What follows belongs to an exercise in optimizing a design on an open flow for small area and a short achievable clock period; a production flow would make more cautious choices.

==> module bf16_mac_tree, before the edit <==
module bf16_mac_tree (
    input clk,
    input reset,
    input [15:0] in0, in1, in2, in3,
    input [15:0] in4, in5, in6, in7,
    input [15:0] in8, in9, in10, in11,
    input [15:0] in12, in13, in14, in15,
    output [15:0] out
);
    wire [15:0] prod [0:7];
    reg  [15:0] prod_r [0:7];
    wire [15:0] sum [0:5];
    reg  [15:0] s4_r, s5_r;
    multiplier_bf16 m0 (.A(in0),  .B(in1),  .P(prod[0]));
    multiplier_bf16 m1 (.A(in2),  .B(in3),  .P(prod[1]));
    multiplier_bf16 m2 (.A(in4),  .B(in5),  .P(prod[2]));
    multiplier_bf16 m3 (.A(in6),  .B(in7),  .P(prod[3]));
    multiplier_bf16 m4 (.A(in8),  .B(in9),  .P(prod[4]));
    multiplier_bf16 m5 (.A(in10), .B(in11), .P(prod[5]));
    multiplier_bf16 m6 (.A(in12), .B(in13), .P(prod[6]));
    multiplier_bf16 m7 (.A(in14), .B(in15), .P(prod[7]));
    reg live;
    always @(posedge clk) begin
        prod_r[0] <= prod[0]; prod_r[1] <= prod[1];
        prod_r[2] <= prod[2]; prod_r[3] <= prod[3];
        prod_r[4] <= prod[4]; prod_r[5] <= prod[5];
        prod_r[6] <= prod[6]; prod_r[7] <= prod[7];
    end
    always @(posedge clk or posedge reset) begin
        if (reset) live <= 1'b0;
        else       live <= 1'b1;
    end
    adder_bf16 a0 (.A(prod_r[0]), .B(prod_r[1]), .S(sum[0]));
    adder_bf16 a1 (.A(prod_r[2]), .B(prod_r[3]), .S(sum[1]));
    adder_bf16 a2 (.A(prod_r[4]), .B(prod_r[5]), .S(sum[2]));
    adder_bf16 a3 (.A(prod_r[6]), .B(prod_r[7]), .S(sum[3]));
    adder_bf16 a4 (.A(sum[0]), .B(sum[1]), .S(sum[4]));
    adder_bf16 a5 (.A(sum[2]), .B(sum[3]), .S(sum[5]));
    always @(posedge clk or posedge reset) begin
        if (reset) begin
            s4_r <= 16'b0;
            s5_r <= 16'b0;
        end else begin
            s4_r <= live ? sum[4] : 16'b0;
            s5_r <= live ? sum[5] : 16'b0;
        end
    end
    adder_bf16 a6 (.A(s4_r), .B(s5_r), .S(out));
endmodule
==> flow/config.mk <==
export PLATFORM = sky130hd
export DESIGN_NAME = bf16_mac_tree
export DESIGN_NICKNAME = bf16_mac_tree
export VERILOG_FILES = /design/flow/design.v
export SDC_FILE = /design/flow/constraint.sdc
export NUM_CORES = 4
export LEC_CHECK = 0
export CAP_MARGIN = 20
export CORE_MARGIN = 2
export CORE_UTILIZATION = 40
export SLEW_MARGIN = 20
==> flow/constraint.sdc <==
create_clock -name core_clock -period 46.0 [get_ports {clk}]
set_input_delay 9.2000 -clock core_clock [delete_from_list [all_inputs] [get_ports {clk}]]
set_output_delay 9.2000 -clock core_clock [all_outputs]
set_load 0.01 [all_outputs]
standard.sh (not shown) runs the stock make flow with config.mk's settings and CLKGATE_MAP_FILE= SYNTH_SCRIPT=/design/flow/synth_recipe.tcl, a recipe that flattens the netlist after the stock synthesis.
==> flow/flow/run.sh <==
#!/bin/bash
# Own layout flow: the standard flow, with an area-oriented ABC mapping and no
# full- or half-adder extraction in the otherwise standard synthesis.
set -euo pipefail
W=$(pwd)
F=$W/flow
cat > $W/my_synth.tcl <<EOT
proc abc {args} {
  set i [lsearch -exact \$args -script]
  if {\$i >= 0} { set args [lreplace \$args [expr {\$i+1}] [expr {\$i+1}] $F/area.abc] }
  yosys abc {*}\$args
}
proc extract_fa {args} { }
source $W/synth_recipe.tcl
EOT
bash standard.sh SYNTH_SCRIPT=$W/my_synth.tcl synth > $W/synth.log 2>&1
bash standard.sh > $W/layout.log 2>&1
==> flow/flow/area.abc <==
strash
dch
map -a
==> next run, changes <==
--- a/flow/design.v
+++ b/flow/design.v
@@ -250,47 +250,44 @@
     input reset,
     input [15:0] in0, in1, in2, in3,
     input [15:0] in4, in5, in6, in7,
     input [15:0] in8, in9, in10, in11,
     input [15:0] in12, in13, in14, in15,
-    output [15:0] out
+    output reg [15:0] out
 );
-    wire [15:0] prod [0:7];
-    reg  [15:0] prod_r [0:7];
-    wire [15:0] sum [0:5];
-    reg  [15:0] s4_r, s5_r;
+    wire [15:0] prod[0:7];
+    wire [15:0] sum[0:3];
+    reg  [15:0] sum_reg[0:3];
+    wire [15:0] s4, s5, final_sum;
     multiplier_bf16 m0 (.A(in0),  .B(in1),  .P(prod[0]));
     multiplier_bf16 m1 (.A(in2),  .B(in3),  .P(prod[1]));
     multiplier_bf16 m2 (.A(in4),  .B(in5),  .P(prod[2]));
     multiplier_bf16 m3 (.A(in6),  .B(in7),  .P(prod[3]));
     multiplier_bf16 m4 (.A(in8),  .B(in9),  .P(prod[4]));
     multiplier_bf16 m5 (.A(in10), .B(in11), .P(prod[5]));
     multiplier_bf16 m6 (.A(in12), .B(in13), .P(prod[6]));
     multiplier_bf16 m7 (.A(in14), .B(in15), .P(prod[7]));
+    adder_bf16 a0 (.A(prod[0]), .B(prod[1]), .S(sum[0]));
+    adder_bf16 a1 (.A(prod[2]), .B(prod[3]), .S(sum[1]));
+    adder_bf16 a2 (.A(prod[4]), .B(prod[5]), .S(sum[2]));
+    adder_bf16 a3 (.A(prod[6]), .B(prod[7]), .S(sum[3]));
     reg live;
     always @(posedge clk) begin
-        prod_r[0] <= prod[0]; prod_r[1] <= prod[1];
-        prod_r[2] <= prod[2]; prod_r[3] <= prod[3];
-        prod_r[4] <= prod[4]; prod_r[5] <= prod[5];
-        prod_r[6] <= prod[6]; prod_r[7] <= prod[7];
+        sum_reg[0] <= sum[0];
+        sum_reg[1] <= sum[1];
+        sum_reg[2] <= sum[2];
+        sum_reg[3] <= sum[3];
     end
     always @(posedge clk or posedge reset) begin
         if (reset) live <= 1'b0;
         else       live <= 1'b1;
     end
-    adder_bf16 a0 (.A(prod_r[0]), .B(prod_r[1]), .S(sum[0]));
-    adder_bf16 a1 (.A(prod_r[2]), .B(prod_r[3]), .S(sum[1]));
-    adder_bf16 a2 (.A(prod_r[4]), .B(prod_r[5]), .S(sum[2]));
-    adder_bf16 a3 (.A(prod_r[6]), .B(prod_r[7]), .S(sum[3]));
-    adder_bf16 a4 (.A(sum[0]), .B(sum[1]), .S(sum[4]));
-    adder_bf16 a5 (.A(sum[2]), .B(sum[3]), .S(sum[5]));
+    adder_bf16 a4 (.A(sum_reg[0]), .B(sum_reg[1]), .S(s4));
+    adder_bf16 a5 (.A(sum_reg[2]), .B(sum_reg[3]), .S(s5));
+    adder_bf16 a6 (.A(s4), .B(s5), .S(final_sum));
     always @(posedge clk or posedge reset) begin
-        if (reset) begin
-            s4_r <= 16'b0;
-            s5_r <= 16'b0;
-        end else begin
-            s4_r <= live ? sum[4] : 16'b0;
-            s5_r <= live ? sum[5] : 16'b0;
-        end
+        if (reset)
+            out <= 16'b0;
+        else
+            out <= live ? final_sum : 16'b0;
     end
-    adder_bf16 a6 (.A(s4_r), .B(s5_r), .S(out));
 endmodule
First-iteration DRC count came out higher by 12%.
Final area came out lower by 4.3%.
Hold slack is worse by 0.15 ns.
Setup slack gets worse by 5.3 ns.
Synthesized area drops by 3.7%.
Clock-buffer cell count is lower by 8.
No functional check of the RTL was part of any run of this note.

-- port drivers added, routing unchanged --
How much do the figures lean on ideal ports? The routed layouts below were timed once more, with nothing changed but the port constraints.
Step 1 (the two cells are an assumption about what drives the block):
set clk [get_ports {clk}]
set_driving_cell -lib_cell sky130_fd_sc_hd__clkbuf_16 $clk
set_driving_cell -lib_cell sky130_fd_sc_hd__buf_2 [delete_from_list [all_inputs] $clk]
Step 2 moves the port delays by t, midway between the first and last clock arrival at a register: inputs arrive t later, outputs are due t later. That takes back most of the time a late clock gives input paths.
Three values: ideal ports, drivers, drivers and shift; two values: the first two.
| run | shift t [ns] | setup WS [ns] | slew at the worst register clock pin (ns) |
|---|---|---|---|
| the first run | 0.547 | 21.947 / 21.947 / 21.947 | 0.07 / 0.07 |
| the second run | 0.405 | 16.696 / 16.717 / 16.312 | 0.07 / 0.07 |
After both steps setup and hold are still met in every run listed. For the second run, which loses most, drivers alone change the setup slack by +0.021 ns; drivers and shift together by -0.384 ns.
